What follows belongs to an exercise in optimizing a design on an open flow for small area and a short achievable clock period; a production flow would make more cautious choices. Only the layout flow was run in this run; the RTL was not checked for function there. No activity file was given, so power comes from the tool's default toggle rates.

===== flow/run.sh =====
#!/bin/bash
# synth_recipe.tcl (not shown) runs the flow's synth.tcl, then flattens the netlist and writes it again
# the make line also repeats each setting of config.mk as NAME=value (left out here)
make -C /OpenROAD-flow-scripts/flow DESIGN_CONFIG=/design/flow/config.mk WORK_HOME=/design/flow/orfs CLKGATE_MAP_FILE= SYNTH_SCRIPT=/design/flow/synth_recipe.tcl finish

===== flow/config.mk =====
export PLATFORM = sky130hd
export DESIGN_NAME = processor_arm
export DESIGN_NICKNAME = processor_arm
export VERILOG_FILES = /design/flow/design.v
export SDC_FILE = /design/flow/constraint.sdc
export NUM_CORES = 4
export LEC_CHECK = 0
export CAP_MARGIN = 20
export CORE_MARGIN = 2
export CORE_UTILIZATION = 40
export SETUP_SLACK_MARGIN = 0.5
export SLEW_MARGIN = 20

===== flow/constraint.sdc =====
create_clock -name core_clock -period 17.0 [get_ports {CLOCK_50}]
set_input_delay 3.4000 -clock core_clock [delete_from_list [all_inputs] [get_ports {CLOCK_50}]]
set_output_delay 3.4000 -clock core_clock [all_outputs]
set_load 0.01 [all_outputs]

===== flow/design.v =====
module mux2 #(parameter N = 64)
             (input logic [N-1:0] d0, d1,
              input logic s,
              output logic [N-1:0] y);
    assign y = s ? d1 : d0;
endmodule
module mux4 #(parameter N=64)
                (input logic [N-1:0] d0, d1, d2, d3,
                 input logic [1:0] s,
                 output logic [N-1:0] y);
assign y = s[1] ? (s[0] ? d3 : d2):(s[0] ? d1 : d0);
endmodule
module adder #(parameter N = 64)
              (input logic [N-1:0] a, b,
               output logic [N-1:0] y);
    assign y = a + b;
endmodule
module sl2 #(parameter N = 64)
            (input logic [N-1:0] a,
             output logic [N-1:0] y);
    assign y[0] = 1'b0;
    assign y[1] = 1'b0;
    assign y[N-1:2] = a[N-3:0];
endmodule
module flopr #(parameter N = 64)
              (input logic clk, reset,
               input logic [N-1: 0] d,
               output logic [N-1: 0] q);
    always_ff @(posedge clk, posedge reset)
        if (reset) q <= 'b0;
        else       q <= d;
endmodule
module flopr_e #(parameter N = 64)
                (input logic clk, reset, enable,
                input logic [N-1: 0] d,
                output logic [N-1: 0] q);
    always_ff @(posedge clk, posedge reset)
        if (reset)       q <= '0;
        else if (enable) q <= d;
endmodule
module comp_n #(parameter N=64)
               (input logic [N-1:0] a, b,
                output logic eq);
    assign eq = a == b;
endmodule
module alu #(parameter N=64)
            (input logic [N-1:0] a, b,
             input logic [3:0] ALUControl,
             output logic [N-1:0] result,
             output logic zero);
    always_comb begin
        casez(ALUControl)
            4'b0000: result = a & b;
            4'b0001: result = a | b;
            4'b0010: result = a + b;
            4'b0110: result = a - b;
            4'b0111: result = b;
            default: result = '1;
        endcase
        zero = ~(|result); 
    end
endmodule
module aludec (input  logic [10:0] funct,
                    input  logic [1:0]  aluop,
                    output logic [3:0] alucontrol);
    always_comb
        if (aluop == 2'b00) alucontrol = 4'b0010;          
        else if (aluop == 2'b01) alucontrol = 4'b0111;     
        else if((aluop == 2'b10)  & (funct == 11'b10001011000)) alucontrol = 4'b0010;    
        else if((aluop == 2'b10)  & (funct == 11'b11001011000)) alucontrol = 4'b0110;    
        else if((aluop == 2'b10)  & (funct == 11'b10001010000)) alucontrol = 4'b0000;    
        else if((aluop == 2'b10)  & (funct == 11'b10101010000)) alucontrol = 4'b0001;    
        else alucontrol = 4'b0000;
endmodule
module maindec(
    input logic [10:0] Op,
    input logic ExtIRQ, reset,
    output logic Reg2Loc, MemtoReg, RegWrite, MemRead, MemWrite, Branch, ERet, Exc, BReg,
    output logic [3:0] EStatus,
    output logic [1:0] ALUSrc,
    output logic [1:0] ALUOp);
    logic NotAnInstr;  
    logic [12:0] out;
    assign {Reg2Loc,     
            ALUSrc,      
            MemtoReg,    
            RegWrite,    
            MemRead,     
            MemWrite,    
            Branch,      
            ALUOp,       
            ERet,        
            BReg,        
            NotAnInstr   
            } = out;
    assign Exc = ExtIRQ | NotAnInstr;
    always_comb begin
        if (reset) begin
            {out, EStatus} = '0;
        end
        else begin
            casez (Op)
                11'b100_0101_1000,
                11'b110_0101_1000,
                11'b100_0101_0000,
                11'b101_0101_0000: {out, EStatus} = {13'b0_00_0_1_0_0_0_10_0_0_0, 4'b0000};
                11'b111_1100_0010: {out, EStatus} = {13'b0_01_1_1_1_0_0_00_0_0_0, 4'b0000};
                11'b111_1100_0000: {out, EStatus} = {13'b1_01_0_0_0_1_0_00_0_0_0, 4'b0000};
                11'b101_1010_0???: {out, EStatus} = {13'b1_00_0_0_0_0_1_01_0_0_0, 4'b0000};
                11'b110_1011_0100: {out, EStatus} = {13'b0_00_0_0_0_0_1_01_1_0_0, 4'b0000};
                11'b110_1010_1001: {out, EStatus} = {13'b1_10_0_1_0_0_0_01_0_0_0, 4'b0000};
                11'b110_1011_0000: {out, EStatus} = {13'b0_00_0_0_0_0_1_01_0_1_0, 4'b0000};
                default:           {out, EStatus} = {13'b0_00_0_0_0_0_0_00_0_0_1, 4'b0010};
            endcase
            if (ExtIRQ) EStatus = 4'b0001;
        end
    end
endmodule
module controller(input logic [10:0] instr,
                        input logic ExtIRQ, reset, ExcAck,
                        output logic [1:0] AluSrc,
                        output logic [3:0] AluControl, EStatus,
                        output logic reg2loc, regWrite,Branch,
                                memtoReg, memRead, memWrite, ERet, Exc, ExtIAck, BReg);
    logic [1:0] AluOp_s;
    logic IRQ;
    assign IRQ = ExtIRQ & ~ExcAck;
    maindec     decPpal     (.Op(instr),
                            .ExtIRQ(IRQ),
                            .reset(reset),
                            .Reg2Loc(reg2loc),
                            .ALUSrc(AluSrc),
                            .MemtoReg(memtoReg),
                            .RegWrite(regWrite),
                            .MemRead(memRead),
                            .MemWrite(memWrite),
                            .Branch(Branch),
                            .ALUOp(AluOp_s),
                            .ERet(ERet),
                            .Exc(Exc),
                            .BReg(BReg),
                            .EStatus(EStatus));
    aludec     decAlu     (.funct(instr),
                            .aluop(AluOp_s),
                            .alucontrol(AluControl));
    assign ExtIAck = ExcAck & ExtIRQ;
endmodule
module signext (input logic [31:0] a,
                output logic [63:0] y);
    always_comb
        casez (a[31:21])            
            11'b111_1100_00?0: y = {{55{a[20]}}, a[20:12]};
            11'b101_1010_????: y = {{45{a[23]}}, a[23:5]};   
            default: y = '0;
        endcase
endmodule
module regfile #(parameter N=64)
                (input logic clk,    we3,
                  input logic [4:0] ra1, ra2, wa3,
                  input logic [N-1:0] wd3,
                  output logic [N-1:0] rd1, rd2);
    logic [N-1:0] REGS [0:31];
    always @(posedge clk)
        if (we3)
            REGS[wa3] <= wd3;
        always_comb begin
            rd1 = (ra1 == 5'd31) ? 64'b0 : REGS[ra1];
            rd2 = (ra2 == 5'd31) ? 64'b0 : REGS[ra2];
        end
endmodule
module esync (input logic Exc, resetEsync, reset,
              output logic out);
    assign out = Exc & ~reset;
endmodule
module exception (input logic clk, reset, Exc, ERet,
                  input logic [3:0] EStatus,
                  input logic [63:0] NextPC_X, imem_addr_X, ALUBranch_X,
                  input logic [1:0] EDataSel,
                  output logic ExcAck, EProc_X,
                  output logic [63:0] PCBranch_X, readData_X,
                  output logic [63:0] EVAddr_X);
    logic [63:0] Exc_vector;
    assign Exc_vector = 64'hD8;
    assign EVAddr_X = Exc_vector;
    logic comp_out, sync_out, EProc;
    assign EProc = sync_out & ~reset;
    assign EProc_X = EProc;
    assign ExcAck = comp_out;
    comp_n  #(64) EV_Comp (imem_addr_X, Exc_vector, comp_out);
    esync         ESync   (Exc, comp_out, reset, sync_out);
    logic [63:0] ERR_out, ELR_out;
    logic [3:0] ESR_out;
    flopr_e #(64) ERR     (clk, reset, EProc, NextPC_X, ERR_out);
    flopr_e #(64) ELR     (clk, reset, EProc, imem_addr_X, ELR_out);
    flopr_e #(4)  ESR     (clk, reset, EProc, EStatus , ESR_out);
    mux2    #(64) RET_SEL (ALUBranch_X, ERR_out, ERet, PCBranch_X);
    mux4    #(64) D_SEL   (ERR_out, ELR_out, {60'b0, ESR_out}, 64'b0, EDataSel, readData_X);
endmodule
module fetch #(parameter N=64)
              (input logic PCSrc_F, clk, reset, EProc_F,
               input logic [N-1:0] PCBranch_F, EVAddr_F,
               output logic[N-1:0] imem_addr_F, NextPC_F);
    logic [N-1:0] PC_out, adder_out, mux1_out, mux2_out;
    flopr #(N) PC   (clk, reset, mux2_out, PC_out);
    adder #(N) Add  (PC_out, 64'h4, adder_out);
    mux2  #(N) MUX1 (adder_out, PCBranch_F, PCSrc_F, mux1_out);
    mux2  #(N) MUX2 (mux1_out, EVAddr_F, EProc_F, mux2_out);
    assign imem_addr_F = PC_out;
    assign NextPC_F = mux1_out;
endmodule
module decode #(parameter N = 64)
               (input logic regWrite_D, reg2loc_D, clk,
                input logic [N-1:0] writeData3_D,
                input logic [31:0] instr_D,
                output logic [N-1:0] signImm_D, readData1_D, readData2_D);
    logic [4:0] ra2;
    mux2 #(5) ra2mux    (.d0(instr_D[20:16]), .d1(instr_D[4:0]), .s(reg2loc_D), .y(ra2));
    regfile   registers (.clk(clk), .we3(regWrite_D), .ra1(instr_D[9:5]), .ra2(ra2), .wa3(instr_D[4:0]),
                         .wd3(writeData3_D), .rd1(readData1_D), .rd2(readData2_D));
    signext   ext       (.a(instr_D), .y(signImm_D));
endmodule
module execute #(parameter N=64)
                (input logic [1:0] AluSrc,
                 input logic [3:0] AluControl,
                 input logic [N-1:0] PC_E, signImm_E, readData1_E, readData2_E, readData3_E,
                 output logic [N-1:0] PCBranch_E, aluResult_E, writeData_E,
                 output logic zero_E);
    logic [N-1:0] mux_out, sl2_out;
    mux4  #(N) MUX_E(readData2_E, signImm_E, readData3_E, readData3_E, AluSrc, mux_out);
    alu        ALU(readData1_E, mux_out, AluControl, aluResult_E, zero_E);
    sl2   #(N) ShiftLeft_E(signImm_E, sl2_out);
    adder #(N) Add_E(sl2_out, PC_E, PCBranch_E);
    assign writeData_E = readData2_E;
endmodule
module memory (input logic Branch_M, zero_M,
               output logic PCSrc_M);
    assign PCSrc_M = Branch_M & zero_M;
endmodule
module writeback #(parameter N = 64)
                  (input logic [N-1:0] aluResult_W, DM_readData_W,
                   input logic memtoReg,
                   output logic [N-1:0] writeData3_W);
    mux2 #(64) MtoRmux (.d0(aluResult_W), .d1(DM_readData_W), .s(memtoReg), .y(writeData3_W));
endmodule
module datapath #(parameter N = 64)
                 (input logic reset, clk,
                  input logic reg2loc,
                  input logic [1:0] AluSrc,
                  input logic [3:0] AluControl,
                  input logic Branch,
                  input logic memRead,
                  input logic memWrite,
                  input logic regWrite,
                  input logic memtoReg,
                  input logic BReg,
                  input logic [31:0] IM_readData,
                  input logic [N-1:0] DM_readData,
                  input logic [3:0] EStatus,
                  input logic Exc, ERet,
                  output logic [N-1:0] IM_addr, DM_addr, DM_writeData,
                  output logic DM_writeEnable, DM_readEnable,
                  output logic ExcAck);
    logic PCSrc;
    logic [N-1:0] E_Branch, PCBranch, writeData3, PCBranch_F;
    logic [N-1:0] signImm, readData1, readData2, readData3;
    logic [N-1:0] NextPC, EVAddr;
    logic EProc;
    logic zero;
    fetch #(64)     FETCH      (.PCSrc_F(PCSrc),
                                .clk(clk),
                                .reset(reset),
                                .EProc_F(EProc),
                                .PCBranch_F(PCBranch_F),
                                .EVAddr_F(EVAddr),
                                .imem_addr_F(IM_addr),
                                .NextPC_F(NextPC));
    decode #(64)    DECODE     (.regWrite_D(regWrite),
                                .reg2loc_D(reg2loc),
                                .clk(clk),
                                .writeData3_D(writeData3),
                                .instr_D(IM_readData),
                                .signImm_D(signImm),
                                .readData1_D(readData1),
                                .readData2_D(readData2));
    execute #(64)   EXECUTE    (.AluSrc(AluSrc),
                                .AluControl(AluControl),
                                .PC_E(IM_addr),
                                .signImm_E(signImm),
                                .readData1_E(readData1),
                                .readData2_E(readData2),
                                .readData3_E(readData3),
                                .PCBranch_E(E_Branch),
                                .aluResult_E(DM_addr),
                                .writeData_E(DM_writeData),
                                .zero_E(zero));
    memory          MEMORY     (.Branch_M(Branch),
                                .zero_M(zero),
                                .PCSrc_M(PCSrc));
    writeback #(64) WRITEBACK  (.aluResult_W(DM_addr),
                                .DM_readData_W(DM_readData),
                                .memtoReg(memtoReg),
                                .writeData3_W(writeData3));
    exception       EXCEPTION  (.clk(clk), .reset(reset),
                                .Exc(Exc), .ERet(ERet),
                                .EStatus(EStatus),
                                .NextPC_X(NextPC),
                                .imem_addr_X(IM_addr),
                                .ALUBranch_X(E_Branch),
                                .EDataSel(IM_readData[13:12]),
                                .ExcAck(ExcAck),
                                .EProc_X(EProc),
                                .PCBranch_X(PCBranch),
                                .readData_X(readData3),
                                .EVAddr_X(EVAddr));
    mux2 MUX_BReg (.s(BReg), .y(PCBranch_F), .d0(PCBranch), .d1(readData1));
    assign DM_writeEnable = memWrite;
    assign DM_readEnable = memRead;
endmodule
module processor_arm #(parameter N = 64)
                      (input logic CLOCK_50, reset,
                       input logic ExtIRQ,
                       output logic [N-1:0] IM_addr,
                       input  logic [31:0] IM_readData,
                       output logic [N-1:0] DM_writeData, DM_addr,
                       input  logic [N-1:0] DM_readData,
                       output logic DM_writeEnable, DM_readEnable,
                       output logic ExtIAck);
    logic [31:0] q;
    logic [3:0] AluControl;
    logic reg2loc, regWrite, memtoReg, memRead, memWrite, BReg;
    logic [1:0] AluSrc;
    logic Exc, ExcAck, ERet, Branch;
    logic [3:0] EStatus;
    assign q = IM_readData;
    controller      c  (.reset(reset),
                        .instr(q[31:21]),
                        .ExcAck(ExcAck),
                        .ExtIRQ(ExtIRQ),
                        .AluControl(AluControl),
                        .reg2loc(reg2loc),
                        .regWrite(regWrite),
                        .AluSrc(AluSrc),
                        .Branch(Branch),
                        .memtoReg(memtoReg),
                        .memRead(memRead),
                        .memWrite(memWrite),
                        .Exc(Exc),
                        .ERet(ERet),
                        .EStatus(EStatus),
                        .ExtIAck(ExtIAck),
                        .BReg(BReg));
    datapath #(64)  dp (.reset(reset),
                        .clk(CLOCK_50),
                        .reg2loc(reg2loc),
                        .AluSrc(AluSrc),
                        .AluControl(AluControl),
                        .Branch(Branch),
                        .memRead(memRead),
                        .memWrite(memWrite),
                        .regWrite(regWrite),
                        .memtoReg(memtoReg),
                        .IM_readData(q),
                        .DM_readData(DM_readData),
                        .IM_addr(IM_addr),
                        .DM_addr(DM_addr),
                        .DM_writeData(DM_writeData),
                        .DM_writeEnable(DM_writeEnable),
                        .DM_readEnable(DM_readEnable),
                        .Exc(Exc),
                        .ERet(ERet),
                        .EStatus(EStatus),
                        .ExcAck(ExcAck),
                        .BReg(BReg));
endmodule

==> results by group <==
Worst setup path
  • Delay of the slowest critical-path stage: 0.73 ns
  • Crit path arrival time: 13.09 ns
  • Required time of the critical path: 13.60 ns
  • Category of the most critical setup path: primary input to output pin
  • Standard cell with the maximum stage delay on the critical path: sky130_fd_sc_hd__or4_4
  • CP Launch Type: primary input
  • Worst Path Max Fanout: 10
  • Type of destination of the critical path: output pin
  • Top cell by count, worst path: sky130_fd_sc_hd__buf_4

Flow run
  • Number of max-cap violations: 0

Cells and area
  • Flip-flop and latch area: 66400 µm²
  • Multi-input combinational cell area: 62700 µm²
  • Synth-to-Final Area Change: 18.7%
  • Fraction of layout cells with a size suffix above 1: 23.1%
  • Post-route cell area: 157000 µm²
  • Most common cell after layout, fill and taps aside: sky130_fd_sc_hd__edfxtp_1
  • Commonest non-fill, non-tap cells in the layout: sky130_fd_sc_hd__edfxtp_1 (2048), sky130_fd_sc_hd__nand2_1 (1625), sky130_fd_sc_hd__buf_4 (1106), sky130_fd_sc_hd__mux4_2 (732), sky130_fd_sc_hd__nor2_1 (507)
  • Final Core Density: 47.7%
  • Net count of the finished layout: 12300
  • Filler instances: 29200

Pwr
  • Peak supply drop: 110 µV
  • Total design power: 17400 µW
  • Cell area power density: 111 nW/µm²
  • Leakage component of the power: 0.0553 µW

Place
  • Estimated wirelength of the detail-placed design: 521000 µm
  • Weighted congestion at the end of routability-driven global placement: 1.03
  • Placement-stage worst setup slack: -0.177 ns
  • Count of buffers from port buffering: 293
  • Post-Place Cell Area: 148000 µm²

Clock network
  • Largest buffer count on any clock path: 4
  • Clock root buffer: sky130_fd_sc_hd__clkbuf_16
  • Clock insertion delay at the later pin of the skew report: 0.97 ns
  • CTS H-Tree Depth: 5
  • Hold Buf Count CTS: 0
  • Post-CTS clock slew at the launch and capture registers of the worst setup and hold paths: 0.05 ns
  • # clock sinks: 2242
  • Clock tree from TritonCTS: built
  • TritonCTS Buffers: 265

Global route
  • Met3 GRT Util: 20.5%
  • Largest net degree at the start of global routing: 90
  • Met2 usage: 60.6%
  • Met1 usage: 54.7%
  • Initial antenna violation count: 95
  • GR peak layer: met2
  • First-pass GRT wire length: 1020000 µm
  • Remaining global-route overflow: 0
  • Via count of the first global-routing pass: 116000
  • Aggregate global-route resource usage: 44.3%

Die
  • Horiz. Die Dim: 580 µm
  • Core Area: 330000 µm²
  • Number of placement rows: 211
  • Die ar.: 336000 µm²
  • Height of the die: 580 µm
  • Number of top-level pins: 294
  • Starting utilization of the core area: 40.2%

Route
  • Post-DR wirelength/cell: 46.1 µm
  • Detailed-route wire length: 770000 µm
  • Router iterations before antenna repair: 12
  • Post-detailed-route count of antenna-violating nets: 0
  • Vias per cell: 7.45
  • Residual DRC: 0
  • Total via count after detailed routing: 124000
  • Starting DRC count in detailed routing: 23600

Timing
  • Final Skew: 0.0846 ns
  • Post-layout min period: 16.49 ns
  • Fmax: 60.6 MHz
  • Relative slew slack: 11.5%
  • Setup slack of the critical path after layout: 0.510 ns
  • Setup repair after global routing missed its margin: yes
  • Worst-Margin Slew: 1.33 ns
  • Fraction of the cycle the final worst path needs: 97.0%
  • Final hold violation count: 0
  • Final setup fails: 0
  • Count of pins over their slew limit: 0

Synthesis
  • Number of synthesized flops with an enable pin: 2048
  • Synth warn: 8
  • Number of storage elements in the synthesis netlist: 2242
  • Cell type with the highest aggregate area in the netlist: sky130_fd_sc_hd__edfxtp_1
  • Netlist cell types: 123
  • Post-synth design cell area: 133000 µm²
  • Main flop type after synthesis: sky130_fd_sc_hd__edfxtp_1
  • Sequential cell area fraction in the yosys report: 50.1%
  • Syn Area/Cell: 11.7 µm²
  • Cell types occupying the most area after synthesis: sky130_fd_sc_hd__edfxtp_1 (46%), sky130_fd_sc_hd__mux4_2 (12%), sky130_fd_sc_hd__nand2_1 (4.6%)
  • Share of the synthesized area in the top cell type: 46.4%
  • Synthesized instance count: 11300
  • Async SR Flop Fraction: 8.65%
  • Syn nets: 11500

Worst hold path
  • Min-Delay Path Class: flip-flop to flip-flop

Status
  • Outcome: finished clean
==> worst paths after layout <==
path                                                 start                endpoint  slack (ns)  cells after the start
max                                        IM_readData[24]             DM_addr[56]        0.51                     40
max in group asynchronous                            reset       dp.FETCH.PC.q[59]       11.53                      6
min in group asynchronous                            reset       dp.FETCH.PC.q[22]        3.42                      4
min                                 dp.EXCEPTION.ELR.q[54]  dp.EXCEPTION.ELR.q[54]        0.47                      2
min reg2reg                         dp.EXCEPTION.ELR.q[54]  dp.EXCEPTION.ELR.q[54]        0.47                      2
max reg2reg                dp.DECODE.registers.REGS[5][12]       dp.FETCH.PC.q[15]        6.66                     37
==> worst max-delay path: cells and delay by family <==
kind                     cells  cell delay [ns]
AO/OA/AOI/OAI               15             3.56
XOR/XNOR                     1             0.17
adder cells (fa/ha/maj)      1             0.35
buffers and inverters       15             3.45
multiplexers                 1             0.17
AND/OR/NAND/NOR              7             1.96
==> per-layer routing <==
metal	up-vias	share of wire (%)
li1	46600	-
met1	62000	34
met2	12600	40
met3	3128	17
met4	44	9.0
met5	-	0.038
==> cells in the mapped netlist (31+ instances only) <==
| cell | n |
|---|---|
| sky130_fd_sc_hd__edfxtp_1 | 2048 |
| sky130_fd_sc_hd__nand2_1 | 1634 |
| sky130_fd_sc_hd__mux4_2 | 732 |
| sky130_fd_sc_hd__clkbuf_1 | 604 |
| sky130_fd_sc_hd__nor2_1 | 553 |
| sky130_fd_sc_hd__o21ai_0 | 481 |
| sky130_fd_sc_hd__nand3_1 | 442 |
| sky130_fd_sc_hd__a21oi_1 | 439 |
| sky130_fd_sc_hd__mux2i_1 | 394 |
| sky130_fd_sc_hd__a2111oi_0 | 263 |
| sky130_fd_sc_hd__a31oi_1 | 249 |
| sky130_fd_sc_hd__a211oi_1 | 235 |
| sky130_fd_sc_hd__buf_2 | 198 |
| sky130_fd_sc_hd__dfrtp_1 | 194 |
| sky130_fd_sc_hd__nor3_1 | 189 |
| sky130_fd_sc_hd__and3_1 | 170 |
| sky130_fd_sc_hd__a32oi_1 | 162 |
| sky130_fd_sc_hd__mux2_2 | 160 |
| sky130_fd_sc_hd__buf_1 | 153 |
| sky130_fd_sc_hd__nor4_1 | 145 |
| sky130_fd_sc_hd__xnor2_1 | 134 |
| sky130_fd_sc_hd__ha_1 | 129 |
| sky130_fd_sc_hd__a311oi_1 | 119 |
| sky130_fd_sc_hd__inv_1 | 116 |
| sky130_fd_sc_hd__nand4_1 | 102 |
| sky130_fd_sc_hd__a21o_1 | 101 |
| sky130_fd_sc_hd__o22ai_1 | 98 |
| sky130_fd_sc_hd__xor2_1 | 83 |
| sky130_fd_sc_hd__o31ai_1 | 71 |
| sky130_fd_sc_hd__a22oi_1 | 60 |
| sky130_fd_sc_hd__o211ai_1 | 59 |
| sky130_fd_sc_hd__and2_1 | 53 |
| sky130_fd_sc_hd__nor2b_1 | 46 |
| sky130_fd_sc_hd__nand2b_1 | 39 |
| sky130_fd_sc_hd__o21a_1 | 36 |
| sky130_fd_sc_hd__a221oi_1 | 32 |
| sky130_fd_sc_hd__buf_6 | 31 |
==> power breakdown <==
| part | leakage, µW | internal [µW] | switching (µW) | total [µW] |
|---|---|---|---|---|
| clock network | 0.00431 | 3460 | 2550 | 6010 |
| logic | 0.0300 | 1320 | 3200 | 4520 |
| registers | 0.0210 | 6880 | 27.2 | 6910 |
==> kinds of logic after synthesis <==
logic type	count (synthesis)	share of synthesized area, %
mux	1291	16.8
xor+xnor	217	1.43
fa+ha+maj	133	1.26
simple gates	3544	12.3
compound gates	2735	14.5
flops	2242	50.1
buf+inv	1137	3.66
==> sequential cells by signal, indices dropped and copies added, names as in the netlist <==
| register | count |
|---|---|
| dp.DECODE.registers.REGS | 2048 |
| dp.EXCEPTION.ELR.q | 64 |
| dp.EXCEPTION.ERR.q | 64 |
| dp.EXCEPTION.ESR.q | 2 |
| dp.FETCH.PC.q | 64 |
==> stage by stage <==
stage	setup TNS (ns)	instances	hold WS (ns)
after floorplan	0	11300	0.433
after global placement	-0.681	16100	0.447
after detailed placement	-0.601	16100	0.455
after CTS	0	16600	0.468
after global routing	0	16600	0.485
final	0	16700	0.465
==> final cells by class <==
cell class	instances	area share [%]
Multi-Input combinational cell	7922	39.8
Timing Repair Buffer	1503	8.49
Sequential cell	2242	42.2
Clock inverter	169	1.13
Clock buffer	311	4.50
Inverter	122	0.309
Tap cell	4366	3.47
Antenna cell	70	0.111
==> repair_timing <==
action,CTS,global route
pin swaps,10,15
setup buffers,16,22
endpoints found under the hold margin,0,0
gates cloned,2,2
resized for setup,30,41
endpoints found under the setup margin,20,16

afterwards: timing with drivers on the ports:
In the flow no input, the clock included, has a driving cell. The finished layout below was timed again as built, in two steps. Step 1, drivers: a clkbuf_16 drives CLOCK_50 and a buf_2 each remaining input, both assumed. Step 2 adds t to the input delays and takes it off the output delays; t is the mean of the earliest and latest rising clock arrival at the registers after step 1. Input paths then give back, and output paths get back, about the clock's delay inside the block. a / b / c = ideal / step 1 / step 2; a / b = the first two.
t, ns: 1.030
slack for setup (ns): 0.510 / 0.477 / 0.477
worst hold slack (ns): 0.465 / 0.465 / 0.465
clock arrival spread, ns: 0.085 / 0.085
pins driven straight from the clock port: 1
After both steps this run still meets setup and hold. The setup slack of this run moves by -0.033 ns with the drivers and by -0.033 ns with both steps.
